Background: an optimization exercise with open tools, aiming at a short achievable clock period and few clock cycles. Do not read the settings as production practice.
RTL that was checked went through simulation tests only; none was proved equivalent to the original.
For runs 1 and 3, only the layout was checked, not whether the RTL still works.
Power is estimated from default activity; no workload was simulated.

File: flow/constraint.sdc
create_clock -name core_clock -period 11.0 [get_ports {clk}]
set_input_delay 2.2000 -clock core_clock [delete_from_list [all_inputs] [get_ports {clk}]]
set_output_delay 2.2000 -clock core_clock [all_outputs]
set_load 0.01 [all_outputs]
File: flow/config.mk
export PLATFORM = sky130hd
export DESIGN_NAME = mips_core
export DESIGN_NICKNAME = mips_core
export VERILOG_FILES = /design/flow/design.v
export SDC_FILE = /design/flow/constraint.sdc
export NUM_CORES = 4
export LEC_CHECK = 0
export ABC_CLOCK_PERIOD_IN_PS = 1500
export CAP_MARGIN = 20
export CORE_MARGIN = 2
export CORE_UTILIZATION = 30
export PLACE_DENSITY = 0.5
export SLEW_MARGIN = 20
File: flow/flow/run.sh
#!/bin/bash
# The standard layout, with these changes to how it is made:
#  - the timing repair passes aim for a setup slack well beyond the clock
#    period's (the constraints themselves are unchanged), over all endpoints;
#  - adders are left to ABC's delay-driven mapping instead of being mapped
#    to full-adder cells first (the registers are unchanged);
#  - every input and output port still gets its own buffer, but a buf_8
#    rather than the default smallest buffer.
set -euo pipefail
bash standard.sh SETUP_SLACK_MARGIN=7.5 TNS_END_PERCENT=100 ADDER_MAP_FILE= \
  'BUFFER_PORTS_ARGS=-buffer_cell sky130_fd_sc_hd__buf_8' finish > standard.log 2>&1
File: flow/design.v
module mips_core (clk, rst, iaddr, idata, daddr, dwr, ddout, ddin);
	input  clk;
	input  rst;
	output [31:0] iaddr;
	input  [31:0] idata;
	output [31:0] daddr;
	output        dwr;
	output [31:0] ddout;
	input  [31:0] ddin;
	reg [31:0] pc;
	reg        vD;
	reg [31:0] irD;
	reg [31:0] pcp1D;
	reg [31:0] predD;
	reg        vE;
	reg [31:0] aE, bE, sdE;
	reg        fA_M, fA_W, fB_M, fB_W, fS_M, fS_W;
	reg        fA_L, fB_L, fS_L;    
	reg [4:0]  shE;
	reg        opAddE, opSubE, opSltE, opAndE, opOrE, opXorE, opNorE, opSllE, opSrlE, opPassE;
	reg        wenE, memtoregE, swE, brE, brNtE, jregE;
	reg [4:0]  wdE;
	reg [31:0] altE, predE;
	reg [31:0] resM, sdM;
	reg        wenM, memtoregM, dwrM;
	reg [4:0]  wdM;
	reg [31:0] resW;
	reg        wenW;
	reg [4:0]  wdW;
	reg [31:0] rf [1:31];
	reg [31:0] rsOH, rtOH;    
	reg [31:0] ras;
	reg [31:0] jt [0:3];
	reg [1:0]  pcloD, pcloE;
	reg        jalrE;
	assign iaddr = pc;
	wire [31:0] pcp1 = pc + 32'd1;
	wire [5:0] opF = idata[31:26];
	wire [5:0] fnF = idata[5:0];
	wire jF   = (opF == 6'h02) | (opF == 6'h03);
	wire shortF = (idata[15:7] == 9'h000) | (idata[15:7] == 9'h1ff);
	wire bneF = (opF == 6'h05) & (idata[15:0] != 16'd0) & shortF;
	wire jrF  = (opF == 6'h00) & (fnF == 6'h08);
	wire jalrF = (opF == 6'h00) & (fnF == 6'h09);
	wire [31:0] jTgtF = {pcp1[31:13], idata[12:0]};
	wire [7:0] bg0 = {pc[7:1] & idata[7:1], pc[0] | idata[0]};
	wire [7:0] bp0 = pc[7:0] ^ idata[7:0];
	wire [7:0] bg1 = bg0 | (bp0 & {bg0[6:0], 1'b0});
	wire [7:0] bp1 = bp0 & {bp0[6:0], 1'b0};
	wire [7:0] bg2 = bg1 | (bp1 & {bg1[5:0], 2'b0});
	wire [7:0] bp2 = bp1 & {bp1[5:0], 2'b0};
	wire [7:0] bg3 = bg2 | (bp2 & {bg2[3:0], 4'b0});
	wire [7:0] bTgtLo = bp0 ^ {bg3[6:0], 1'b1};
	wire bC8 = bg3[7];
	wire [23:0] pcHiP1 = pc[31:8] + 24'd1;
	wire [23:0] pcHiM1 = pc[31:8] - 24'd1;
	wire [23:0] bTgtHi = idata[7] ? (bC8 ? pc[31:8] : pcHiM1) : (bC8 ? pcHiP1 : pc[31:8]);
	wire [31:0] bTgtF = {bTgtHi, bTgtLo};
	wire [31:0] nextF = jF ? jTgtF : bneF ? bTgtF : jrF ? ras : jalrF ? jt[pc[1:0]] : pcp1;
	wire [5:0] opD = irD[31:26];
	wire [5:0] fnD = irD[5:0];
	wire [4:0] rsD = irD[25:21];
	wire [4:0] rtD = irD[20:16];
	wire [4:0] rdD = irD[15:11];
	wire [31:0] seD = {{16{irD[15]}}, irD[15:0]};
	wire rtypeD = (opD == 6'h00);
	wire fAddD  = rtypeD & ((fnD == 6'h20) | (fnD == 6'h21));
	wire fSubD  = rtypeD & ((fnD == 6'h22) | (fnD == 6'h23));
	wire fAndD  = rtypeD & (fnD == 6'h24);
	wire fOrD   = rtypeD & (fnD == 6'h25);
	wire fXorD  = rtypeD & (fnD == 6'h26);
	wire fNorD  = rtypeD & (fnD == 6'h27);
	wire fSltD  = rtypeD & ((fnD == 6'h2a) | (fnD == 6'h2b));
	wire fSllD  = rtypeD & (fnD == 6'h00);
	wire fSrlD  = rtypeD & (fnD == 6'h02);
	wire jrD    = rtypeD & (fnD == 6'h08);
	wire jalrD  = rtypeD & (fnD == 6'h09);
	wire rRegD  = fAddD | fSubD | fAndD | fOrD | fXorD | fNorD | fSltD;
	wire iAddD  = (opD == 6'h08) | (opD == 6'h09);
	wire iAndD  = (opD == 6'h0c);
	wire iOrD   = (opD == 6'h0d);
	wire iSltD  = (opD == 6'h0a);
	wire luiD   = (opD == 6'h0f);
	wire lwD    = (opD == 6'h23);
	wire swD    = (opD == 6'h2b);
	wire beqD   = (opD == 6'h04);
	wire bneD   = (opD == 6'h05);
	wire jD     = (opD == 6'h02);
	wire jalD   = (opD == 6'h03);
	wire usesRsD = rRegD | jrD | jalrD | iAddD | iAndD | iOrD | iSltD | lwD | swD | beqD | bneD;
	wire usesRtD = rRegD | fSllD | fSrlD | swD | beqD | bneD;
	wire [4:0] wdD = (jalD | jalrD) ? 5'd31 : rtypeD ? rdD : rtD;
	wire writesD = rtypeD | iAddD | iAndD | iOrD | iSltD | luiD | lwD | jalD;
	wire wenD = writesD & (wdD != 5'd0);
	reg [31:0] rfA, rfB;
	integer ri;
	always @(*) begin
		rfA = 32'd0;
		rfB = 32'd0;
		for (ri = 1; ri < 32; ri = ri + 1) begin
			rfA = rfA | ({32{rsOH[ri]}} & rf[ri]);
			rfB = rfB | ({32{rtOH[ri]}} & rf[ri]);
		end
	end
	wire [31:0] rsvD = (wenW && wdW == rsD) ? resW : rfA;
	wire [31:0] rtvD = (wenW && wdW == rtD) ? resW : rfB;
	wire stallD = 1'b0;
	wire [31:0] brTgtD = pcp1D + seD;
	wire immZeroD = (irD[15:0] == 16'd0);
	wire [31:0] Anl = fA_M ? resM : fA_W ? resW : aE;
	wire [31:0] Bnl = fB_M ? resM : fB_W ? resW : bE;
	wire [31:0] A  = fA_L ? ddin : Anl;
	wire [31:0] B  = fB_L ? ddin : Bnl;
	wire [31:0] SD = fS_L ? ddin : fS_M ? resM : fS_W ? resW : sdE;
	wire [31:0] addE = A + B;
	wire [31:0] subE = A - B;
	wire ltE = (A < B);
	wire [31:0] resE =
		({32{opAddE}} & addE) |
		({32{opSubE}} & subE) |
		({32{opSltE}} & {31'd0, ltE}) |
		({32{opAndE}} & (A & B)) |
		({32{opOrE}}  & (A | B)) |
		({32{opXorE}} & (A ^ B)) |
		({32{opNorE}} & ~(A | B)) |
		({32{opSllE}} & (B << shE)) |
		({32{opSrlE}} & (B >> shE)) |
		({32{opPassE}} & bE);
	wire aR = ~fA_L & ~fA_M & ~fA_W;
	wire aW = ~fA_L & ~fA_M & fA_W;
	wire bR = ~fB_L & ~fB_M & ~fB_W;
	wire bW = ~fB_L & ~fB_M & fB_W;
	wire eqRegE = (aR & bR & (aE == bE)) |
	           (aR & fB_M & (aE == resM)) |
	           (aR & bW & (aE == resW)) |
	           (fA_M & bR & (resM == bE)) |
	           (fA_M & fB_M) |
	           (fA_M & bW & (resM == resW)) |
	           (aW & bR & (resW == bE)) |
	           (aW & fB_M & (resW == resM)) |
	           (aW & bW);
	wire eqE = fA_L ? (fB_L | (ddin == Bnl)) : fB_L ? (ddin == Anl) : eqRegE;
	wire predOkE = fA_L ? (ddin == predE) :
	               (aR & (aE == predE)) | (fA_M & (resM == predE)) | (aW & (resW == predE));
	wire rsFromE = wenE & (wdE == rsD);
	wire rtFromE = wenE & (wdE == rtD);
	wire sumOpE = (opAddE | opSubE) & ~memtoregE;
	wire [31:0] Ysum = bE ^ {32{opSubE}};
	wire [31:0] pszR = aE ^ Ysum;
	wire [31:0] pszM = resM ^ Ysum;
	wire [31:0] pszW = resW ^ Ysum;
	wire szR = (pszR == {pszR[30:0] | aE[30:0], opSubE});
	wire szM = (pszM == {pszM[30:0] | resM[30:0], opSubE});
	wire szW = (pszW == {pszW[30:0] | resW[30:0], opSubE});
	wire sumZeroD = (aR & szR) | (fA_M & szM) | (aW & szW);
	wire resolvD = (rsD == rtD) |
	               (sumOpE & ~fA_L & bR & rsFromE & (rtD == 5'd0)) |
	               (sumOpE & ~fA_L & bR & rtFromE & (rsD == 5'd0));
	wire eqD = (rsD == rtD) | sumZeroD;
	wire brMayD = (beqD | bneD) & ~immZeroD;
	wire shortD = (irD[15:7] == 9'h000) | (irD[15:7] == 9'h1ff);
	wire brNtD = beqD | ~shortD;
	wire redirD = vD & brMayD & resolvD & (eqD ^ (bneD & ~shortD)) & ~stallD & ~redirE;
	wire [31:0] tgtD = brNtD ? brTgtD : pcp1D;
	wire redirE = vE & ((brE & (eqE ^ brNtE)) | (jregE & ~predOkE));
	wire [31:0] tgtE = jregE ? A : altE;
	wire advD = vD & ~stallD & ~redirE;
	assign daddr = resM;
	assign ddout = sdM;
	assign dwr   = dwrM;
	always @(posedge clk) begin
		if (rst) begin
			pc <= 32'd0;
			vD <= 1'b0;
		end else if (redirE) begin
			pc <= tgtE;
			vD <= 1'b0;
		end else if (redirD) begin
			pc <= tgtD;
			vD <= 1'b0;
		end else if (!stallD) begin
			pc <= nextF;
			vD <= 1'b1;
		end
		if (!stallD) begin
			irD <= idata;
			rsOH <= 32'd1 << idata[25:21];
			rtOH <= 32'd1 << idata[20:16];
			pcp1D <= pcp1;
			predD <= nextF;
			pcloD <= pc[1:0];
		end
		if (rst) begin
			vE <= 1'b0;
			wenE <= 1'b0;
			memtoregE <= 1'b0;
			swE <= 1'b0;
			brE <= 1'b0;
			brNtE <= 1'b0;
			jregE <= 1'b0;
			jalrE <= 1'b0;
		end else begin
			jalrE <= advD & jalrD;
			vE <= advD;
			wenE <= advD & wenD;
			memtoregE <= advD & lwD;
			swE <= advD & swD;
			brE <= advD & brMayD & ~resolvD;
			brNtE <= bneD & ~shortD;
			jregE <= advD & (jrD | jalrD);
		end
		wdE <= wdD;
		aE <= rsvD;
		bE <= luiD ? {irD[15:0], 16'd0} :
		      (jalD | jalrD) ? pcp1D :
		      (iAddD | iAndD | iOrD | iSltD | lwD | swD) ? seD :
		      (rRegD | fSllD | fSrlD | beqD | bneD) ? rtvD : 32'd0;
		sdE <= rtvD;
		shE <= irD[10:6];
		fA_L <= wenE & memtoregE & (wdE == rsD);
		fA_M <= wenE & ~memtoregE & (wdE == rsD);
		fA_W <= wenM & (wdM == rsD);
		fB_L <= (rRegD | fSllD | fSrlD | beqD | bneD) & wenE & memtoregE & (wdE == rtD);
		fB_M <= (rRegD | fSllD | fSrlD | beqD | bneD) & wenE & ~memtoregE & (wdE == rtD);
		fB_W <= (rRegD | fSllD | fSrlD | beqD | bneD) & wenM & (wdM == rtD);
		fS_L <= wenE & memtoregE & (wdE == rtD);
		fS_M <= wenE & ~memtoregE & (wdE == rtD);
		fS_W <= wenM & (wdM == rtD);
		opAddE <= fAddD | iAddD | lwD | swD;
		opSubE <= fSubD;
		opSltE <= fSltD | iSltD;
		opAndE <= fAndD | iAndD;
		opOrE  <= fOrD | iOrD;
		opXorE <= fXorD;
		opNorE <= fNorD;
		opSllE <= fSllD;
		opSrlE <= fSrlD;
		opPassE <= luiD | jalD | jalrD | (rtypeD & ~rRegD & ~fSllD & ~fSrlD);
		altE <= brNtD ? brTgtD : pcp1D;
		predE <= predD;
		pcloE <= pcloD;
		if (rst) begin
			jt[0] <= 32'd0;
			jt[1] <= 32'd0;
			jt[2] <= 32'd0;
			jt[3] <= 32'd0;
		end else if (jalrE)
			jt[pcloE] <= A;
		if (rst)
			ras <= 32'd0;
		else if (vD & ~stallD & (jalD | jalrD))
			ras <= pcp1D;
		if (rst) begin
			wenM <= 1'b0;
			memtoregM <= 1'b0;
			dwrM <= 1'b0;
		end else begin
			wenM <= wenE;
			memtoregM <= memtoregE;
			dwrM <= swE;
		end
		wdM <= wdE;
		resM <= resE;
		sdM <= SD;
		if (rst)
			wenW <= 1'b0;
		else
			wenW <= wenM;
		wdW <= wdM;
		resW <= memtoregM ? ddin : resM;
		if (wenW)
			rf[wdW] <= resW;
	end
endmodule
File: flow/standard.sh
#!/bin/bash
# synth_recipe.tcl (not shown) runs the flow's synth.tcl, then flattens the netlist and writes it again
# the make line also repeats each setting of config.mk as NAME=value (left out here)
make -C /OpenROAD-flow-scripts/flow DESIGN_CONFIG=/design/flow/config.mk WORK_HOME=/design/flow/orfs CLKGATE_MAP_FILE= SYNTH_SCRIPT=/design/flow/synth_recipe.tcl "${@:-finish}"
==> summary.md, run 1 <==
| Metric | Value |
|---|---|
| Status | `complete, no violations` |
| FILL cells | `27.8k` |
| Mean post-synth cell area | `10.6 um^2` |
| Cts bufs inserted | `195` |
| Met1 Usage GRT | `43.1%` |
| Clock sink count | `1,654` |
| NumNets Final | `8,366` |
| Critical path startpoint category | `input pin` |
| Die area | `0.291 mm^2` |
| Antenna violations before repair | `24` |
| I/O Buffers | `162` |
| Syn Nets | `8,154` |
| Vias in the first global route | `75.1k` |
| CP Max Fanout | `7` |
| Max-cap viol count | `0` |
| Fraction of registers with async set/reset | `0%` |
| RSZ-0062 raised after global routing | `true` |
| WL per Instance | `40.1 um` |
| WHS | `288 ps` |
| Die W | `540 um` |
| Seq/Total Area, Yosys | `51.5%` |
| Worst-path clk slew | `60 ps` |
| H-tree Lvls | `4` |
| CP delay by family, top | `compound AO/OA/AOI/OAI gates` |
| Gr busiest metal | `met2` |
| CP Class | `input pin to register` |
| Top-count cell post-synth | `edfxtp_1` |
| GP Congestion | `0.973` |
| Max reg flops | `992` |
| CP Capture Type | `register` |
| Arr. time, crit path | `5470 ps` |
| Critical Path Slowest Stage Cell | `a221oi_4` |
| Tot GR Track Use | `32.1%` |
| Post-synth EDFFs | `1,120` |
| Initial core utilization | `30.2%` |
| Chip height | `540 um` |
| Final hold violations | `0` |
| Met3 GRT Util | `11.8%` |
| Yosys top cell area share | `39.1%` |
| Power Density | `164 mW/mm^2` |
| Slew HR | `9.25%` |
| TritonCTS clock tree | `done` |
| Synth Cell Area | `0.0860 mm^2` |
| Max Root-Sink Buffers | `4` |
| Final wirelength | `491 mm` |
| Setup violations, final | `0` |
| Cell row count | `196` |
| Congestion Overflow GR | `0` |
| Final HPWL DP | `298 mm` |
| CP Data Required Time | `11,680 ps` |
| Netlist cell types | `130` |
| CP bufs+invs | `5` |
| Final period util | `43.5%` |
| Detail Route Antenna Nets | `0` |
| Largest net degree at the start of global routing | `104` |
| HP Class | `register to register` |
| Dpl cell area | `0.0928 mm^2` |
| Top area cells in the synthesized netlist | `edfxtp_1 (39%), dfxtp_1 (12%), xnor2_1 (4.4%)` |
| Core ar. | `0.285 mm^2` |
| Top cell type by total area after synthesis | `edfxtp_1` |
| Final Cell Area | `0.106 mm^2` |
| Worst skew pair latency | `900 ps` |
| Post-synthesis register bit count | `1,654` |
| Clock root cell | `clkbuf_16` |
| Area grow syn2layout | `23.4%` |
| Fin util | `37.2%` |
| Largest regs | `rf: 992 flops, jt: 128 flops` |
| Fin Clk Skew | `104 ps` |
| Worst Tran Pin Value | `1360 ps` |
| Final Slew Violations | `0` |
| Biggest register | `rf` |
| Iteration-0 DRC Markers | `16.3k` |
| CP max stage delay | `440 ps` |
| Max frequency | `0.209 GHz` |
| Share of layout cells above drive strength 1 | `24.1%` |
| Vias per cell | `6.58` |
| Leak | `36.2 nW` |
| Synth Warn # | `1` |
| Setup TNS | `0 ps` |
| Power, Total | `0.0174 W` |
| Remaining routing DRC violations | `0` |
| Post-synth top cells | `edfxtp_1 (1,120), nor2_1 (673), clkbuf_1 (572), nand2_1 (572), dfxtp_1 (534)` |
| Min Tclk post-route | `4790 ps` |
| Gate Count Post-Synth | `8,088` |
| First-pass GRT wire length | `651 mm` |
| VDD IR max | `0.131 mV` |
| Hold-fix buffers, CTS | `0` |
| CP cell instances | `buf_8 -> xnor2_1 -> a221oi_4 -> nand2_2 -> o41ai_4 -> buf_4 -> a41oi_4 -> nand4bb_4 -> o221ai_4 -> a31oi_4 -> buf_6 -> buf_6 -> buf_6 -> o2111a_1 -> a31oi_1 -> a311oi_1 -> nand4b_1` |
| Drt first pass iters | `14` |
| Met2 Resource Use GR | `44.7%` |
| I/O pin total | `163` |
| Most used cell, CP | `buf_6` |
| Main flop type after synthesis | `edfxtp_1` |
| Routed via count | `80.5k` |
## through the flow
step,worst slack (ps),instances
floorplan,5720,8088
global placement,4600,11500
detailed placement,4650,11500
CTS,6260,12100
global route,6070,12200
finish,6210,12200
## cell usage in the layout, fill, tap and decap left out, types with 86 or more instances in the layout
| cell type | instances |
|---|---|
| a21oi_1 | 375 |
| buf_4 | 440 |
| nand4_1 | 207 |
| nor3_1 | 140 |
| dfxtp_1 | 326 |
| a222oi_1 | 86 |
| buf_6 | 109 |
| buf_8 | 163 |
| a22o_1 | 257 |
| nand2_1 | 541 |
| xor2_1 | 223 |
| a22oi_1 | 409 |
| a221oi_1 | 274 |
| nor2_1 | 617 |
| nand3_1 | 182 |
| edfxtp_1 | 1120 |
| dfxtp_2 | 130 |
| clkbuf_16 | 201 |
| xnor2_1 | 395 |
| o21ai_0 | 189 |
| mux2i_1 | 207 |
## cells by family after synthesis
family                     after synthesis  share of synthesized area (%)
muxes                                  364                           5.10
adders and majority gates               38                          0.454
buffers and inverters                  860                           4.50
AOI/OAI and AO/OA                     2304                           19.5
and+or+nand+nor                       2200                           12.1
DFF                                   1654                           51.5
xor gates and xnor gates               668                           6.80
## report_power, final
part           switching, W  total [W]  internal, W
clock network       0.00286    0.00671      0.00385
registers          0.000322    0.00723      0.00691
logic               0.00217    0.00342      0.00124
## final timing paths
check / start / end / slack (ps) / cells past startpoint
setup / recovery: ddin[6] / resM[28] / 6210 / 17
hold / removal: predD[12] / predE[12] / 290 / 0
setup reg to reg: fA_L / resM[28] / 6280 / 20
hold reg to reg: predD[12] / predE[12] / 290 / 0
## metal layers
metal / up-vias / share of wire, %
met3: 1635 / 15
met5: - / 0.0059
met1: 40100 / 38
met4: 4 / 6.6
met2: 7286 / 40
li1: 31500 / -
## area by class of cell
type	instances	area [um^2]	area share [%]
clock inverter	130	1330	1.26
timing repair buffer	776	8420	7.93
multi-input combinational	5585	41400	39.0
antenna	14	35.0	0.0330
sequential	1654	44800	42.2
tap	3762	4710	4.43
clock buffer	221	5120	4.82
inverter	88	375	0.354
## repair_timing
item,CTS,global route
buffers inserted,230,97
endpoints found under the setup margin,464,256
pin swaps,121,155
cloned,20,4
resized for setup,595,310
==> inputs of run 2 (changes only) <==
--- a/flow/design.v
+++ b/flow/design.v
@@ -30,7 +30,7 @@
 	reg [31:0] rf [1:31];
 	reg [31:0] rsOH, rtOH;    
 	reg [31:0] ras;
-	reg [31:0] jt [0:3];
+	reg [31:0] jt0, jt1, jt2, jt3;    
 	reg [1:0]  pcloD, pcloE;
 	reg        jalrE;
 	assign iaddr = pc;
@@ -56,7 +56,8 @@
 	wire [23:0] pcHiM1 = pc[31:8] - 24'd1;
 	wire [23:0] bTgtHi = idata[7] ? (bC8 ? pc[31:8] : pcHiM1) : (bC8 ? pcHiP1 : pc[31:8]);
 	wire [31:0] bTgtF = {bTgtHi, bTgtLo};
-	wire [31:0] nextF = jF ? jTgtF : bneF ? bTgtF : jrF ? ras : jalrF ? jt[pc[1:0]] : pcp1;
+	wire [31:0] jtF = pc[1] ? (pc[0] ? jt3 : jt2) : (pc[0] ? jt1 : jt0);
+	wire [31:0] nextF = jF ? jTgtF : bneF ? bTgtF : jrF ? ras : jalrF ? jtF : pcp1;
 	wire [5:0] opD = irD[31:26];
 	wire [5:0] fnD = irD[5:0];
 	wire [4:0] rsD = irD[25:21];
@@ -104,13 +105,16 @@
 	end
 	wire [31:0] rsvD = (wenW && wdW == rsD) ? resW : rfA;
 	wire [31:0] rtvD = (wenW && wdW == rtD) ? resW : rfB;
-	wire stallD = 1'b0;
+	wire aluRsD = usesRsD & ~(beqD | bneD | jrD | jalrD);
+	wire aluRtD = usesRtD & ~(beqD | bneD | swD);
+	wire stallD = vD & vE & memtoregE & wenE &
+	              ((aluRsD & (wdE == rsD)) | (aluRtD & (wdE == rtD)));
 	wire [31:0] brTgtD = pcp1D + seD;
 	wire immZeroD = (irD[15:0] == 16'd0);
 	wire [31:0] Anl = fA_M ? resM : fA_W ? resW : aE;
 	wire [31:0] Bnl = fB_M ? resM : fB_W ? resW : bE;
-	wire [31:0] A  = fA_L ? ddin : Anl;
-	wire [31:0] B  = fB_L ? ddin : Bnl;
+	wire [31:0] A  = Anl;    
+	wire [31:0] B  = Bnl;
 	wire [31:0] SD = fS_L ? ddin : fS_M ? resM : fS_W ? resW : sdE;
 	wire [31:0] addE = A + B;
 	wire [31:0] subE = A - B;
@@ -163,7 +167,7 @@
 	wire redirD = vD & brMayD & resolvD & (eqD ^ (bneD & ~shortD)) & ~stallD & ~redirE;
 	wire [31:0] tgtD = brNtD ? brTgtD : pcp1D;
 	wire redirE = vE & ((brE & (eqE ^ brNtE)) | (jregE & ~predOkE));
-	wire [31:0] tgtE = jregE ? A : altE;
+	wire [31:0] tgtE = jregE ? (fA_L ? ddin : Anl) : altE;
 	wire advD = vD & ~stallD & ~redirE;
 	assign daddr = resM;
 	assign ddout = sdM;
@@ -240,12 +244,16 @@
 		predE <= predD;
 		pcloE <= pcloD;
 		if (rst) begin
-			jt[0] <= 32'd0;
-			jt[1] <= 32'd0;
-			jt[2] <= 32'd0;
-			jt[3] <= 32'd0;
-		end else if (jalrE)
-			jt[pcloE] <= A;
+			jt0 <= 32'd0;
+			jt1 <= 32'd0;
+			jt2 <= 32'd0;
+			jt3 <= 32'd0;
+		end else if (jalrE) begin
+			if (pcloE == 2'd0) jt0 <= fA_L ? ddin : Anl;
+			if (pcloE == 2'd1) jt1 <= fA_L ? ddin : Anl;
+			if (pcloE == 2'd2) jt2 <= fA_L ? ddin : Anl;
+			if (pcloE == 2'd3) jt3 <= fA_L ? ddin : Anl;
+		end
 		if (rst)
 			ras <= 32'd0;
 		else if (vD & ~stallD & (jalD | jalrD))
==> run 2 against run 1 <==
  * Final cell count increased by 5.1%
  * Clock power shrank 4.8%
  * Count of clock-buffer cells in the layout rose by 21
  * Via count up 7.5%
  * Total power grew 1.5%
  * Maximum frequency increased by 14%
  * Register-to-register slack improved by 510 ps
  * Die area is 2.0% higher
  * First-iteration DRC count grew 6.8%
  * Combinational power grew 17%
  * Worst setup slack better by 580 ps
  * Core utilization is 1.2 points higher
  * Critical path type is now register to register
  * Largest cell class unchanged
  * Highest routed layer unchanged
==> summary.md, run 2 <==
| Metric | Value |
|---|---|
| Status | `complete, no violations (unchanged)` |
| Post-synthesis register bit count | `1,654 (unchanged)` |
| Initial core utilization | `30.2% (about the same)` |
| Share of layout cells above drive strength 1 | `24.9% (was 24.1%)` |
| Max reg flops | `992 (unchanged)` |
| Final wirelength | `532 mm (was 491 mm)` |
| Clock root cell | `clkbuf_16 (unchanged)` |
| VDD IR max | `0.116 mV (was 0.131 mV)` |
| Leak | `37.8 nW (was 36.2 nW)` |
| Seq/Total Area, Yosys | `50.9% (was 51.5%)` |
| Final hold violations | `0 (unchanged)` |
| Crit path depth | `15 (was 17)` |
| Critical path startpoint category | `register (was input pin)` |
| Fraction of registers with async set/reset | `0% (unchanged)` |
| Yosys top cell area share | `39.4% (was 39.1%)` |
| Hold endpoint | `predE[0] (was predE[12])` |
| Cell row count | `198 (was 196)` |
| TritonCTS clock tree | `done (unchanged)` |
| Chip height | `545 um (was 540 um)` |
| RSZ-0062 raised after global routing | `true (unchanged)` |
| Worst reg-to-reg setup slack | `6790 ps (was 6280 ps)` |
| Final Slew Violations | `0 (unchanged)` |
| Slew HR | `6.99% (was 9.25%)` |
| Arr. time, crit path | `4950 ps (was 5470 ps)` |
| Max Root-Sink Buffers | `4 (unchanged)` |
| Biggest register | `rf (unchanged)` |
| CP delay by family, top | `simple AND/OR/NAND/NOR gates (was compound AO/OA/AOI/OAI gates)` |
| CP bufs+invs | `5 (unchanged)` |
| CP Data Required Time | `11,750 ps (was 11,680 ps)` |
| Congestion Overflow GR | `0 (unchanged)` |
| Vias per cell | `6.74 (was 6.58)` |
| Detail Route Antenna Nets | `0 (unchanged)` |
| Drt first pass iters | `10 (was 14)` |
| Cts bufs inserted | `188 (was 195)` |
| Die W | `545 um (was 540 um)` |
| Top area cells in the synthesized netlist | `edfxtp_1 (39%), dfxtp_1 (11%), xnor2_1 (4.0%) (was edfxtp_1 (39%), dfxtp_1 (12%), xnor2_1 (4.4%))` |
| NumNets Final | `8,826 (was 8,366)` |
| Largest net degree at the start of global routing | `103 (was 104)` |
| Post-synth EDFFs | `1,152 (was 1,120)` |
| Gate Count Post-Synth | `8,389 (was 8,088)` |
| Power Density | `157 mW/mm^2 (was 164 mW/mm^2)` |
| HP Class | `register to register (unchanged)` |
| CP max stage delay | `620 ps (was 440 ps)` |
| Netlist cell types | `111 (was 130)` |
| Mean post-synth cell area | `10.5 um^2 (was 10.6 um^2)` |
| Clock sink count | `1,654 (unchanged)` |
| Most frequent cells in the layout | `edfxtp_1 (1,152), nor2_1 (698), buf_4 (593), nand2_1 (498), a22oi_1 (422) (was edfxtp_1 (1,120), nor2_1 (617), nand2_1 (541), buf_4 (440), a22oi_1 (409))` |
| Worst-path clk slew | `60 ps (about the same)` |
| Area grow syn2layout | `27.5% (was 23.4%)` |
| Leading cell type in the layout, fill and taps excluded | `edfxtp_1 (unchanged)` |
| Iteration-0 DRC Markers | `17.4k (was 16.3k)` |
| Max frequency | `0.238 GHz (was 0.209 GHz)` |
| Setup TNS | `0 ps (unchanged)` |
| Most used cell, CP | `buf_4 (was buf_6)` |
| Synth Cell Area | `0.0878 mm^2 (was 0.0860 mm^2)` |
| Reg2Reg Depth | `15 (was 20)` |
| CP cell instances | `buf_4 -> xnor2_4 -> nand4_1 -> or4_1 -> nor4_4 -> nor4_2 -> a32oi_4 -> mux2_4 -> a21boi_4 -> buf_4 -> buf_6 -> buf_12 -> buf_16 -> a22oi_1 -> o22ai_1 (was buf_8 -> xnor2_1 -> a221oi_4 -> nand2_2 -> o41ai_4 -> buf_4 -> a41oi_4 -> nand4bb_4 -> o221ai_4 -> a31oi_4 -> buf_6 -> buf_6 -> buf_6 -> o2111a_1 -> a31oi_1 -> a311oi_1 -> nand4b_1)` |
| Worst Tran Pin Value | `1390 ps (was 1360 ps)` |
| Hold path depth | `0 (unchanged)` |
| Die area | `0.297 mm^2 (was 0.291 mm^2)` |
| First-pass GRT wire length | `699 mm (was 651 mm)` |
| Final HPWL DP | `323 mm (was 298 mm)` |
| Antenna violations before repair | `24 (unchanged)` |
| Main flop type after synthesis | `edfxtp_1 (unchanged)` |
| Max-cap viol count | `0 (unchanged)` |
| Post-synth top cells | `edfxtp_1 (1,152), nor2_1 (767), clkbuf_1 (616) (was edfxtp_1 (1,120), nor2_1 (673), clkbuf_1 (572), nand2_1 (572), dfxtp_1 (534))` |
| CP Class | `register to register (was input pin to register)` |
| Fin Clk Skew | `113 ps (was 104 ps)` |
| CP Capture Type | `register (unchanged)` |
| Final period util | `38.2% (was 43.5%)` |
| I/O pin total | `163 (unchanged)` |
| Setup violations, final | `0 (unchanged)` |
| Min Tclk post-route | `4210 ps (was 4790 ps)` |
| RR Endpoint | `pc[23] (was resM[28])` |
| Vias in the first global route | `79.6k (was 75.1k)` |
| WL per Instance | `41.4 um (was 40.1 um)` |
| Syn Nets | `8,455 (was 8,154)` |
| GP Congestion | `1.01 (was 0.973)` |
| R2r startpoint | `bE[6] (was fA_L)` |
| Top cell type by total area after synthesis | `edfxtp_1 (unchanged)` |
| Synth Warn # | `1 (unchanged)` |
| FILL cells | `28.2k (was 27.8k)` |
| Top-count cell post-synth | `edfxtp_1 (unchanged)` |
| Remaining routing DRC violations | `0 (unchanged)` |
| Hold path startpoint | `predD[0] (was predD[12])` |
| Tot GR Track Use | `34.2% (was 32.1%)` |
| I/O Buffers | `162 (unchanged)` |
| Power, Total | `0.0176 W (was 0.0174 W)` |
| H-tree Lvls | `4 (unchanged)` |
| Critical Path Slowest Stage Cell | `or4_1 (was a221oi_4)` |
| Worst skew pair latency | `920 ps (was 900 ps)` |
| CP Max Fanout | `17 (was 7)` |
| Routed via count | `86.5k (was 80.5k)` |
| Core ar. | `0.291 mm^2 (was 0.285 mm^2)` |
-- run 2: metal layers --
layer | share of wire (%) | global-route usage [%]
met2 | 40 | 47.2
met3 | 15 | 12.2
met5 | 0.016 | 0.0974
met4 | 7.8 | 21.5
met1 | 38 | 45.0
-- run 2: cell families (layout without fill, tap and decap cells) --
logic type      Yosys count  after routing  share of synthesized area [%]
xor+xnor                598            598                           5.99
mux                     332            332                           4.70
flops                  1654           1654                           50.9
other cells               0             41                              0
simple gates           2352           2356                           12.9
fa+ha+maj                42             42                          0.487
compound gates         2525           2525                           21.0
buf+inv                 886           1400                           4.02
-- run 2: per-stage QoR --
stage / setup slack [ps] / hold slack (ps) / cell area (um^2) / util, % / instances
after floorplan: 5920 / 323 / 88700 / - / 8389
after global placement: 4760 / 327 / 95300 / 32.7 / 12000
after detailed placement: 4740 / 327 / 95400 / 32.8 / 12000
after CTS: 6950 / 298 / 110000 / 37.7 / 12700
after global routing: 6840 / 300 / 112000 / 38.4 / 12800
final: 6790 / 300 / 112000 / 38.5 / 12800
-- run 2: worst max path at each step --
stage              from       to
2_1_floorplan   irD[28]  ras[26]
3_3_place_gp    ddin[1]   pc[12]
3_5_place_dp    ddin[1]   pc[12]
4_1_cts        idata[1]   pc[30]
5_1_grt        idata[1]   pc[12]
6_report          bE[6]   pc[23]
-- run 2: repair_timing --
item | CTS | global route
gates cloned | 35 | 9
endpoints found under the setup margin | 446 | 327
setup buffers | 358 | 89
hold buffers | 0 | 0
pin swaps | 186 | 131
gates resized for setup | 1028 | 250
-- run 2: layout make-up --
| type | count | area (um^2) | area share, % |
|---|---|---|---|
| Antenna cell | 41 | 103 | 0.0916 |
| Clock buffer | 242 | 5150 | 4.60 |
| Clock inverter | 95 | 855 | 0.763 |
| Inverter | 59 | 231 | 0.207 |
| Multi-Input combinational cell | 5853 | 44300 | 39.6 |
| Sequential cell | 1654 | 45000 | 40.2 |
| Tap cell | 3900 | 4880 | 4.36 |
| Timing Repair Buffer | 1003 | 11500 | 10.2 |
| Timing Repair inverter | 1 | 7.51 | 0.00671 |
-- run 2: power breakdown --
group / total (W) / internal (W) / switching (W)
logic: 0.00399 / 0.00142 / 0.00257
registers: 0.00725 / 0.00695 / 0.000296
clock network: 0.00639 / 0.00362 / 0.00277
total: 0.0176 / 0.0120 / 0.00563
Testbench counts of run 2, summed over its fixed seeds: cycles 12,979.
==> inputs of run 3 (changes only) <==
--- a/flow/design.v
+++ b/flow/design.v
@@ -14,10 +14,11 @@
 	reg [31:0] predD;
 	reg        vE;
 	reg [31:0] aE, bE, sdE;
-	reg        fA_M, fA_W, fB_M, fB_W, fS_M, fS_W;
+	reg        fA_M, fB_M, fS_M;    
 	reg        fA_L, fB_L, fS_L;    
 	reg [4:0]  shE;
-	reg        opAddE, opSubE, opSltE, opAndE, opOrE, opXorE, opNorE, opSllE, opSrlE, opPassE;
+	reg        opAddE, opSubE, opSltE, opLogE, opSllE, opSrlE;
+	reg [3:0]  lutE;    
 	reg        wenE, memtoregE, swE, brE, brNtE, jregE;
 	reg [4:0]  wdE;
 	reg [31:0] altE, predE;
@@ -103,60 +104,50 @@
 			rfB = rfB | ({32{rtOH[ri]}} & rf[ri]);
 		end
 	end
-	wire [31:0] rsvD = (wenW && wdW == rsD) ? resW : rfA;
-	wire [31:0] rtvD = (wenW && wdW == rtD) ? resW : rfB;
+	wire [31:0] mvalD = memtoregM ? ddin : resM;
+	wire [31:0] rsvD = (wenM && wdM == rsD) ? mvalD : (wenW && wdW == rsD) ? resW : rfA;
+	wire [31:0] rtvD = (wenM && wdM == rtD) ? mvalD : (wenW && wdW == rtD) ? resW : rfB;
 	wire aluRsD = usesRsD & ~(beqD | bneD | jrD | jalrD);
 	wire aluRtD = usesRtD & ~(beqD | bneD | swD);
 	wire stallD = vD & vE & memtoregE & wenE &
 	              ((aluRsD & (wdE == rsD)) | (aluRtD & (wdE == rtD)));
 	wire [31:0] brTgtD = pcp1D + seD;
 	wire immZeroD = (irD[15:0] == 16'd0);
-	wire [31:0] Anl = fA_M ? resM : fA_W ? resW : aE;
-	wire [31:0] Bnl = fB_M ? resM : fB_W ? resW : bE;
-	wire [31:0] A  = Anl;    
-	wire [31:0] B  = Bnl;
-	wire [31:0] SD = fS_L ? ddin : fS_M ? resM : fS_W ? resW : sdE;
+	wire [31:0] A  = fA_M ? resM : aE;    
+	wire [31:0] B  = fB_M ? resM : bE;
+	wire [31:0] SD = fS_L ? ddin : fS_M ? resM : sdE;
 	wire [31:0] addE = A + B;
 	wire [31:0] subE = A - B;
 	wire ltE = (A < B);
+	reg [31:0] logE;
+	integer li;
+	always @(*)
+		for (li = 0; li < 32; li = li + 1)
+			logE[li] = lutE[{A[li], B[li]}];
 	wire [31:0] resE =
 		({32{opAddE}} & addE) |
 		({32{opSubE}} & subE) |
 		({32{opSltE}} & {31'd0, ltE}) |
-		({32{opAndE}} & (A & B)) |
-		({32{opOrE}}  & (A | B)) |
-		({32{opXorE}} & (A ^ B)) |
-		({32{opNorE}} & ~(A | B)) |
+		({32{opLogE}} & logE) |
 		({32{opSllE}} & (B << shE)) |
-		({32{opSrlE}} & (B >> shE)) |
-		({32{opPassE}} & bE);
-	wire aR = ~fA_L & ~fA_M & ~fA_W;
-	wire aW = ~fA_L & ~fA_M & fA_W;
-	wire bR = ~fB_L & ~fB_M & ~fB_W;
-	wire bW = ~fB_L & ~fB_M & fB_W;
+		({32{opSrlE}} & (B >> shE));
+	wire aR = ~fA_L & ~fA_M;
+	wire bR = ~fB_L & ~fB_M;
 	wire eqRegE = (aR & bR & (aE == bE)) |
-	           (aR & fB_M & (aE == resM)) |
-	           (aR & bW & (aE == resW)) |
-	           (fA_M & bR & (resM == bE)) |
-	           (fA_M & fB_M) |
-	           (fA_M & bW & (resM == resW)) |
-	           (aW & bR & (resW == bE)) |
-	           (aW & fB_M & (resW == resM)) |
-	           (aW & bW);
-	wire eqE = fA_L ? (fB_L | (ddin == Bnl)) : fB_L ? (ddin == Anl) : eqRegE;
-	wire predOkE = fA_L ? (ddin == predE) :
-	               (aR & (aE == predE)) | (fA_M & (resM == predE)) | (aW & (resW == predE));
+	              (aR & fB_M & (aE == resM)) |
+	              (fA_M & bR & (resM == bE)) |
+	              (fA_M & fB_M);
+	wire eqE = fA_L ? (fB_L | (ddin == B)) : fB_L ? (ddin == A) : eqRegE;
+	wire predOkE = fA_L ? (ddin == predE) : fA_M ? (resM == predE) : (aE == predE);
 	wire rsFromE = wenE & (wdE == rsD);
 	wire rtFromE = wenE & (wdE == rtD);
 	wire sumOpE = (opAddE | opSubE) & ~memtoregE;
 	wire [31:0] Ysum = bE ^ {32{opSubE}};
 	wire [31:0] pszR = aE ^ Ysum;
 	wire [31:0] pszM = resM ^ Ysum;
-	wire [31:0] pszW = resW ^ Ysum;
 	wire szR = (pszR == {pszR[30:0] | aE[30:0], opSubE});
 	wire szM = (pszM == {pszM[30:0] | resM[30:0], opSubE});
-	wire szW = (pszW == {pszW[30:0] | resW[30:0], opSubE});
-	wire sumZeroD = (aR & szR) | (fA_M & szM) | (aW & szW);
+	wire sumZeroD = (aR & szR) | (fA_M & szM);
 	wire resolvD = (rsD == rtD) |
 	               (sumOpE & ~fA_L & bR & rsFromE & (rtD == 5'd0)) |
 	               (sumOpE & ~fA_L & bR & rtFromE & (rsD == 5'd0));
@@ -167,7 +158,7 @@
 	wire redirD = vD & brMayD & resolvD & (eqD ^ (bneD & ~shortD)) & ~stallD & ~redirE;
 	wire [31:0] tgtD = brNtD ? brTgtD : pcp1D;
 	wire redirE = vE & ((brE & (eqE ^ brNtE)) | (jregE & ~predOkE));
-	wire [31:0] tgtE = jregE ? (fA_L ? ddin : Anl) : altE;
+	wire [31:0] tgtE = jregE ? (fA_L ? ddin : A) : altE;
 	wire advD = vD & ~stallD & ~redirE;
 	assign daddr = resM;
 	assign ddout = sdM;
@@ -223,23 +214,21 @@
 		shE <= irD[10:6];
 		fA_L <= wenE & memtoregE & (wdE == rsD);
 		fA_M <= wenE & ~memtoregE & (wdE == rsD);
-		fA_W <= wenM & (wdM == rsD);
 		fB_L <= (rRegD | fSllD | fSrlD | beqD | bneD) & wenE & memtoregE & (wdE == rtD);
 		fB_M <= (rRegD | fSllD | fSrlD | beqD | bneD) & wenE & ~memtoregE & (wdE == rtD);
-		fB_W <= (rRegD | fSllD | fSrlD | beqD | bneD) & wenM & (wdM == rtD);
 		fS_L <= wenE & memtoregE & (wdE == rtD);
 		fS_M <= wenE & ~memtoregE & (wdE == rtD);
-		fS_W <= wenM & (wdM == rtD);
 		opAddE <= fAddD | iAddD | lwD | swD;
 		opSubE <= fSubD;
 		opSltE <= fSltD | iSltD;
-		opAndE <= fAndD | iAndD;
-		opOrE  <= fOrD | iOrD;
-		opXorE <= fXorD;
-		opNorE <= fNorD;
+		opLogE <= fAndD | iAndD | fOrD | iOrD | fXorD | fNorD | luiD | jalD | jalrD |
+		          (rtypeD & ~rRegD & ~fSllD & ~fSrlD);
+		lutE <= (fAndD | iAndD) ? 4'b1000 :
+		        (fOrD | iOrD)   ? 4'b1110 :
+		        fXorD           ? 4'b0110 :
+		        fNorD           ? 4'b0001 : 4'b1010;
 		opSllE <= fSllD;
 		opSrlE <= fSrlD;
-		opPassE <= luiD | jalD | jalrD | (rtypeD & ~rRegD & ~fSllD & ~fSrlD);
 		altE <= brNtD ? brTgtD : pcp1D;
 		predE <= predD;
 		pcloE <= pcloD;
@@ -249,10 +238,10 @@
 			jt2 <= 32'd0;
 			jt3 <= 32'd0;
 		end else if (jalrE) begin
-			if (pcloE == 2'd0) jt0 <= fA_L ? ddin : Anl;
-			if (pcloE == 2'd1) jt1 <= fA_L ? ddin : Anl;
-			if (pcloE == 2'd2) jt2 <= fA_L ? ddin : Anl;
-			if (pcloE == 2'd3) jt3 <= fA_L ? ddin : Anl;
+			if (pcloE == 2'd0) jt0 <= fA_L ? ddin : A;
+			if (pcloE == 2'd1) jt1 <= fA_L ? ddin : A;
+			if (pcloE == 2'd2) jt2 <= fA_L ? ddin : A;
+			if (pcloE == 2'd3) jt3 <= fA_L ? ddin : A;
 		end
 		if (rst)
 			ras <= 32'd0;
==> flow/flow/run.sh (replaced) <==
#!/bin/bash
# The standard layout, with these changes to how it is made:
#  - the timing repair passes aim for a setup slack well beyond the clock
#    period's (the constraints themselves are unchanged), over all endpoints,
#    and may resize cells to other footprints;
#  - adders are left to ABC's delay-driven mapping instead of being mapped
#    to full-adder cells first (the registers are unchanged);
#  - every input and output port still gets its own buffer, but a buf_8
#    rather than the default smallest buffer.
set -euo pipefail
bash standard.sh SETUP_SLACK_MARGIN=7.5 TNS_END_PERCENT=100 ADDER_MAP_FILE= MATCH_CELL_FOOTPRINT=0 \
  'BUFFER_PORTS_ARGS=-buffer_cell sky130_fd_sc_hd__buf_8' finish > standard.log 2>&1
==> run 3 against run 2 <==
  * Core utilization decreased by 0.59 points
  * Critical path type is now input pin to register
  * Synthesized cell count decreased by 9.9%
  * Synthesized area decreased by 5.1%
  * Still clean on timing, DRC and antenna
  * Die area decreased by 5.0%
  * Clock power decreased by 2%
  * Highest routed layer unchanged
  * Register-to-register slack improved by 260 ps
  * First-iteration DRC count decreased by 12%
  * Total power decreased by 11%
  * Cell area decreased by 6.5%
  * Wire length decreased by 6.7%
==> summary.md, run 3 <==
| Metric | Value |
|---|---|
| Cell row count | `193 (was 198)` |
| Antenna violations before repair | `31 (was 24)` |
| WL per Instance | `41.9 um (was 41.4 um)` |
| WHS | `288 ps (was 300 ps)` |
| HP Class | `register to register (unchanged)` |
| TritonCTS clock tree | `done (unchanged)` |
| CP delay by family, top | `compound AO/OA/AOI/OAI gates (was simple AND/OR/NAND/NOR gates)` |
| Drt first pass iters | `14 (was 10)` |
| Biggest register | `rf (unchanged)` |
| Hold endpoint | `predE[16] (was predE[0])` |
| H-tree Lvls | `4 (unchanged)` |
| Sequential group share of total power | `44.4% (was 41.1%)` |
| Psw | `0.00463 W (was 0.00563 W)` |
| CP bufs+invs | `2 (was 5)` |
| VDD IR max | `0.144 mV (was 0.116 mV)` |
| Synth Warn # | `1 (unchanged)` |
| I/O Buffers | `162 (unchanged)` |
| Max reg flops | `992 (unchanged)` |
| Top area cells in the synthesized netlist | `edfxtp_1 (42%), dfxtp_1 (12%), a22oi_1 (3.6%) (was edfxtp_1 (39%), dfxtp_1 (11%), xnor2_1 (4.0%))` |
| Share of layout cells above drive strength 1 | `24.7% (was 24.9%)` |
| NumNets Final | `8,029 (was 8,826)` |
| Critical path origin | `idata[1] (was bE[6])` |
| Status | `complete, no violations (unchanged)` |
| Top cell type by total area after synthesis | `edfxtp_1 (unchanged)` |
| Setup TNS | `0 ps (unchanged)` |
| Fin Clk Skew | `81.7 ps (was 113 ps)` |
| Cts bufs inserted | `180 (was 188)` |
| Post-synthesis register bit count | `1,651 (was 1,654)` |
| CP Class | `input pin to register (was register to register)` |
| CP Data Required Time | `11,720 ps (was 11,750 ps)` |
| Top-count cell post-synth | `edfxtp_1 (unchanged)` |
| Initial core utilization | `30.1% (was 30.2%)` |
| Iteration-0 DRC Markers | `15.4k (was 17.4k)` |
| Final hold violations | `0 (unchanged)` |
| Chip height | `531 um (was 545 um)` |
| GP Congestion | `0.999 (was 1.01)` |
| Vias in the first global route | `73.1k (was 79.6k)` |
| Internal power | `0.0111 W (was 0.0120 W)` |
| Die W | `531 um (was 545 um)` |
| Slew HR | `16.3% (was 6.99%)` |
| Final Slew Violations | `0 (unchanged)` |
| Arr. time, crit path | `4870 ps (was 4950 ps)` |
| Core ar. | `0.276 mm^2 (was 0.291 mm^2)` |
| Main flop type after synthesis | `edfxtp_1 (unchanged)` |
| Leading cell type in the layout, fill and taps excluded | `edfxtp_1 (unchanged)` |
| Combinational power share | `15.8% (was 22.6%)` |
| Leak | `35.5 nW (was 37.8 nW)` |
| Worst reg-to-reg setup slack | `7050 ps (was 6790 ps)` |
| Worst skew pair latency | `890 ps (was 920 ps)` |
| RR Endpoint | `pc[9] (was pc[23])` |
| Netlist cell types | `121 (was 111)` |
| RSZ-0062 raised after global routing | `true (unchanged)` |
| Post-synth top cells | `edfxtp_1 (1,152), nand2_1 (779), dfxtp_1 (499) (was edfxtp_1 (1,152), nor2_1 (767), clkbuf_1 (616))` |
| Worst Tran Pin Value | `1250 ps (was 1390 ps)` |
| Gate Count Post-Synth | `7,562 (was 8,389)` |
| Hold path depth | `0 (unchanged)` |
| Most frequent cells in the layout | `edfxtp_1 (1,152), nand2_1 (770), buf_4 (526), a22oi_1 (399) (was edfxtp_1 (1,152), nor2_1 (698), buf_4 (593), nand2_1 (498), a22oi_1 (422))` |
| Critical Path Slowest Stage Cell | `maj3_2 (was or4_1)` |
| Max Root-Sink Buffers | `3 (was 4)` |
| Clock share of power | `39.8% (was 36.3%)` |
| Clock root cell | `clkbuf_16 (unchanged)` |
| Setup violations, final | `0 (unchanged)` |
| Hold-fix buffers, CTS | `0 (unchanged)` |
| Routed via count | `77.9k (was 86.5k)` |
| Dpl cell area | `0.0907 mm^2 (was 0.0954 mm^2)` |
| CP Capture Type | `register (unchanged)` |
| R2r startpoint | `aE[29] (was bE[6])` |
| Seq/Total Area, Yosys | `53.5% (was 50.9%)` |
| Final wirelength | `496 mm (was 532 mm)` |
| Vias per cell | `6.58 (was 6.74)` |
| First-pass GRT wire length | `654 mm (was 699 mm)` |
| Yosys top cell area share | `41.5% (was 39.4%)` |
| Syn Nets | `7,628 (was 8,455)` |
| Detail Route Antenna Nets | `0 (unchanged)` |
| Mean post-synth cell area | `11.0 um^2 (was 10.5 um^2)` |
| Fraction of registers with async set/reset | `0% (unchanged)` |
| Synth Cell Area | `0.0833 mm^2 (was 0.0878 mm^2)` |
| Tot GR Track Use | `33.9% (was 34.2%)` |
| Switching share of total power | `29.4% (was 32.0%)` |
| Die area | `0.282 mm^2 (was 0.297 mm^2)` |
| CP cell instances | `buf_12 -> o22ai_4 -> a31oi_4 -> maj3_2 -> o21a_4 -> buf_4 -> or3_4 -> o41ai_4 -> mux2i_1 -> nand4_1 -> nand2b_4 -> o221ai_1 -> a211oi_1 (was buf_4 -> xnor2_4 -> nand4_1 -> or4_1 -> nor4_4 -> nor4_2 -> a32oi_4 -> mux2_4 -> a21boi_4 -> buf_4 -> buf_6 -> buf_12 -> buf_16 -> a22oi_1 -> o22ai_1)` |
| Final HPWL DP | `300 mm (was 323 mm)` |
| Reg2Reg Depth | `14 (was 15)` |
| I/O pin total | `163 (unchanged)` |
| Clock sink count | `1,651 (was 1,654)` |
| Power Density | `151 mW/mm^2 (was 157 mW/mm^2)` |
| Largest net degree at the start of global routing | `125 (was 103)` |
| Min Tclk post-route | `4140 ps (was 4210 ps)` |
| Remaining routing DRC violations | `0 (unchanged)` |
| Max-cap viol count | `0 (unchanged)` |
| Congestion Overflow GR | `0 (unchanged)` |
| Hold path startpoint | `predD[16] (was predD[0])` |
| Area grow syn2layout | `25.6% (was 27.5%)` |
| CP Max Fanout | `4 (was 17)` |
| Worst-path clk slew | `60 ps (about the same)` |
| Post-synth EDFFs | `1,152 (unchanged)` |
| Critical path startpoint category | `input pin (was register)` |
| Final Cell Area | `0.105 mm^2 (was 0.112 mm^2)` |
| Final period util | `37.7% (was 38.2%)` |
| Max frequency | `0.241 GHz (was 0.238 GHz)` |
| CP max stage delay | `370 ps (was 620 ps)` |
-- run 3: through the flow --
stage	std cells	setup WS (ps)	total power [W]	util (%)
detailed placement	11100	5150	0.00917	32.8
floorplan	7562	5740	0.00812	-
CTS	11700	6940	0.0156	37.2
global route	11800	6870	0.0161	37.8
finish	11800	6860	0.0158	37.9
global placement	11100	5250	0.00918	32.8
-- run 3: area by class of cell --
type	instances	area (um^2)
diodes	18	45.0
clock buffers	253	5060
clock inverters	85	961
fillers	26600	172000
inverters	96	387
multi-input cells	5184	39400
flip-flops and latches	1651	44900
well taps	3705	4640
repair buffers	849	9270
repair inverters	1	16.3
-- run 3: power by group through the flow --
stage | Sequential [W] | Combinational [W] | Clock (W)
after floorplan | 0.00695 | 0.00117 | 0
after global placement | 0.00713 | 0.00206 | 0
after detailed placement | 0.00713 | 0.00204 | 0
after CTS | 0.00699 | 0.00229 | 0.00629
after global routing | 0.00700 | 0.00253 | 0.00653
final | 0.00700 | 0.00249 | 0.00627
-- run 3: per-layer routing --
metal	vias up	global-route usage (%)	wire, um	part of all wire (%)
met3	1961	12.0	68000	14
met2	7103	50.2	209000	42
met5	-	1.03	499	0.10
met1	38600	41.4	178000	36
met4	30	22.3	41100	8.3
li1	30300	-	-	-
-- run 3: cell families after synthesis --
family,share of synthesized area (%)
AO/OA/AOI/OAI,19.2
AND/OR/NAND/NOR,11.3
flip-flops,53.5
buffers and inverters,3.62
multiplexers,7.12
XOR/XNOR,4.71
adder cells (fa/ha/maj),0.536
-- run 3: worst max-delay path by stage --
stage | depth (start not counted) | slack (ps) | endpoint
after global placement | 14 | 5250 | pc[3]
after floorplan | 12 | 5740 | pc[19]
final | 13 | 6860 | pc[31]
after global routing | 14 | 6870 | pc[27]
after detailed placement | 14 | 5150 | pc[19]
after CTS | 12 | 6940 | pc[31]
-- run 3: repair_timing --
| item | CTS | global route |
|---|---|---|
| gates cloned | 40 | 1 |
| endpoints found under the setup margin | 404 | 289 |
| resized for setup | 724 | 210 |
| buffers inserted | 286 | 79 |
| pin swaps | 119 | 105 |

==> afterwards: timing with drivers on the ports <==
No port has a modelled driver above. Below, the same layouts with a new extraction and two added sets of constraints. Step 1: set_driving_cell puts a clkbuf_16 on clk and a buf_2 on each other input, an assumption about the parent block. Step 2 also shifts input and output timing later by t, the mid clock arrival at the registers, as if the neighbouring blocks saw the same clock. Slacks: ideal / step 1 / step 2; pairs: ideal / step 1.
run | t, ns | setup slack, ns | worst hold slack (ns)
run 1 | 0.943 | 6.212 / 6.198 / 5.256 | 0.288 / 0.288 / 0.288
run 2 | 0.965 | 6.795 / 6.795 / 5.875 | 0.300 / 0.300 / 0.300
run 3 | 0.951 | 6.857 / 6.810 / 5.859 | 0.288 / 0.288 / 0.288
After both steps every run listed still meets setup and hold. For run 3, which loses most, drivers alone change the setup slack by -0.047 ns; drivers and shift together by -0.998 ns.
